What follows belongs to an exercise in optimizing a design on an open flow for small area and a short achievable clock period; a production flow would make more cautious choices. Where RTL was checked, it was by simulation tests only, not by an equivalence proof against the original.

==> job 7525: inputs <==
==> flow/design.v (excerpt) <==
module iir(
    input signed [31:0] x,
    input clk,
    input reset,
    output signed [31:0] y
    );
clock: 11.0 ns
lec_check: 0
cap_margin: 20
core_margin: 2
core_utilization: 70
setup_slack_margin: 4
slew_margin: 20
synth_hierarchical: 1
standard.sh (not shown) runs the stock make flow with config.mk's settings and CLKGATE_MAP_FILE= SYNTH_SCRIPT=/design/flow/synth_recipe.tcl, a recipe that flattens the netlist after the stock synthesis.
==> flow/flow/run.sh <==
#!/bin/bash
# The standard ORFS layout with extra make settings:
#   BUFFER_PORTS_ARGS="-buffer_cell sky130_fd_sc_hd__buf_2" ABC_LOAD_IN_FF=1 CTS_ARGS="-sink_clustering_enable -repair_clock_nets -dont_use_dummy_load"
# Each ORFS step keeps its full log under orfs/logs; make's own output goes to flow.log.
set -o pipefail
bash standard.sh BUFFER_PORTS_ARGS="-buffer_cell sky130_fd_sc_hd__buf_2" ABC_LOAD_IN_FF=1 CTS_ARGS="-sink_clustering_enable -repair_clock_nets -dont_use_dummy_load" finish > flow.log 2>&1
==> job 4354 (differences from job 7525) <==
==> flow/flow/run.sh (replaced) <==
#!/bin/bash
# The standard ORFS layout with extra make settings:
#   BUFFER_PORTS_ARGS="-buffer_cell sky130_fd_sc_hd__buf_2"
# Each ORFS step keeps its full log under orfs/logs; make's own output goes to flow.log.
set -o pipefail
bash standard.sh BUFFER_PORTS_ARGS="-buffer_cell sky130_fd_sc_hd__buf_2" finish > flow.log 2>&1
- CORE_UTILIZATION: 70 -> 80
- SETUP_SLACK_MARGIN: 4 -> 4.3
==> job 4119 (differences from job 7525) <==
- ABC_AREA: unset -> 1
==> notes.md <==
- In job 4119 the critical path depth is higher than in job 7525, by 2.
- Job 4119 ran to the end with no violations. Job 7525 completed with no timing, DRC or antenna violations. Job 4354 stopped in 5_1_grt (DPL-0038).
- In synthesized cell count, job 4354 and job 7525 do not differ.
- First-iteration DRC count: job 4119 is larger than job 7525 (about 64%).
- In job 7525 the via count is lower than in job 4119, by 23%.
- Area after synthesis, highest first: job 4119, job 4354, job 7525.


==> inputs of garnet <==
Another version of the RTL of iir (not shown whole).
## iir
module iir(
    input signed [31:0] x,
    input clk,
    input reset,
    output signed [31:0] y
    );
    reg [31:0] s1;
    reg [31:0] r2;
    wire [31:0] yv;
    wire [31:0] s1n;
    wire [31:0] r2n;
    wire ys_1;
    wire yc_2;
    wire ys_3;
    wire yc_4;
    wire ys_5;
    wire yc_6;
    wire ys_7;
    wire yc_8;
    wire ys_9;
    wire yc_10;
    wire ys_11;
    wire yc_12;
    wire ys_13;
    wire yc_14;
    wire ys_15;
    wire yc_16;
    wire ys_17;
    wire yc_18;
    wire ys_19;
    wire yc_20;
    wire ys_21;
    wire yc_22;
    wire ys_23;
    wire yc_24;
    wire ys_25;
    wire yc_26;
    wire ys_27;
    wire yc_28;
    wire ys_29;
    wire yc_30;
    wire ys_31;
    wire yc_32;
    wire ys_33;
    wire yc_34;
    wire ys_35;
    wire yc_36;
    wire ys_37;
    wire yc_38;
    wire ys_39;
    wire yc_40;
    wire ys_41;
    wire yc_42;
    wire ys_43;
    wire yc_44;
    wire ys_45;
    wire yc_46;
    wire ys_47;
    wire yc_48;
    wire ys_49;
    wire yc_50;
    wire ys_51;
    wire yc_52;
    wire ys_53;
    wire yc_54;
    wire ys_55;
    wire yc_56;
    wire ys_57;
    wire yc_58;
    wire ys_59;
    wire yc_60;
    wire yp_61;
    wire yg_62;
    wire yp_63;
    wire yg_64;
    wire yp_65;
    wire yg_66;
    wire yp_67;
    wire yg_68;
    wire yp_69;
    wire yg_70;
    wire yp_71;
    wire yg_72;
    wire yp_73;
    wire yg_74;
    wire yp_75;
    wire yg_76;
    wire yp_77;
    wire yg_78;
    wire yp_79;
    wire yg_80;
    wire yp_81;
    wire yg_82;
    wire yp_83;
    wire yg_84;
    wire yp_85;
    wire yg_86;
    wire yp_87;
    wire yg_88;
  ...
clock: 11.0 ns
lec_check: 0
cap_margin: 20
core_margin: 2
core_utilization: 70
setup_slack_margin: 4
slew_margin: 20
synth_hierarchical: 1
==> flow/flow/run.sh <==
#!/bin/bash
# The standard ORFS layout with extra make settings:
#   BUFFER_PORTS_ARGS="-buffer_cell sky130_fd_sc_hd__buf_2" ABC_LOAD_IN_FF=1 CTS_ARGS="-sink_clustering_enable -repair_clock_nets -dont_use_dummy_load -buf_list sky130_fd_sc_hd__clkbuf_4"
# Each ORFS step keeps its full log under orfs/logs; make's own output goes to flow.log.
set -o pipefail
bash standard.sh BUFFER_PORTS_ARGS="-buffer_cell sky130_fd_sc_hd__buf_2" ABC_LOAD_IN_FF=1 CTS_ARGS="-sink_clustering_enable -repair_clock_nets -dont_use_dummy_load -buf_list sky130_fd_sc_hd__clkbuf_4" finish > flow.log 2>&1
==> pepper: changes against garnet <==
SETUP_SLACK_MARGIN = 4.0   (was 4)
TNS_END_PERCENT = 0   (was unset)
==> qor summary <==
Run status: garnet complete, no violations; pepper complete, no violations
Multi-input logic area: garnet 0.00496 sq mm; pepper 0.00494 sq mm
Share of the core filled with cells: garnet 77.6%; pepper 77.3%
Worst EP arrival: garnet 4.70 ns; pepper 4.73 ns
Layout buffering overhead excluding clock cells: garnet 4.57%; pepper 4.49%
Layout cell share with drive strength beyond 1: garnet 11.8%; pepper 11.0%
Seq area share: garnet 21.5%; pepper 21.6%
Vias in the first global route: garnet 5,473; pepper 5,464
Maximum single-stage delay on the critical path: garnet 0.53 ns; pepper 0.46 ns
Area growth syn-to-layout: garnet 9.23%; pepper 8.75%
Cells resized by post-CTS repair: garnet 2; pepper 1
Function was not checked in any run of this note: the RTL went through the layout flow alone.

static timing again, ports no longer ideal:
No port has a modelled driver above. Below, the same layouts with a new extraction and two added sets of constraints.
Step 1 sets driving cells, clkbuf_16 on the clock port and buf_2 on the other inputs (assumed; they add their load-dependent delay and slew).
Step 2, shift: input delay + t, output delay - t, t = (earliest + latest rising clock arrival at the registers) / 2. This alone moves slack from input paths to output paths.
Three values: ideal, step 1, step 2; two values: the first two.
run | t, ns | slack for setup (ns) | worst hold slack (ns) | worst setup path at the end | latest minus earliest clock arrival (ns)
job 7525 | 0.398 | 4.065 / 4.045 / 3.813 | 0.462 / 0.462 / 0.462 | input to register | 0.017 / 0.018
job 4119 | 0.379 | 4.117 / 4.100 / 4.100 | 0.465 / 0.465 / 0.465 | input to output | 0.009 / 0.009
garnet | 0.429 | 4.103 / 4.078 / 3.889 | 0.493 / 0.493 / 0.493 | input to register | 0.024 / 0.024
pepper | 0.436 | 4.066 / 4.044 / 3.893 | 0.498 / 0.498 / 0.498 | input to register | 0.023 / 0.023
After both steps setup and hold are still met in every run listed. The setup slack of job 7525, which loses most, moves by -0.020 ns with the drivers and by -0.252 ns with both steps.
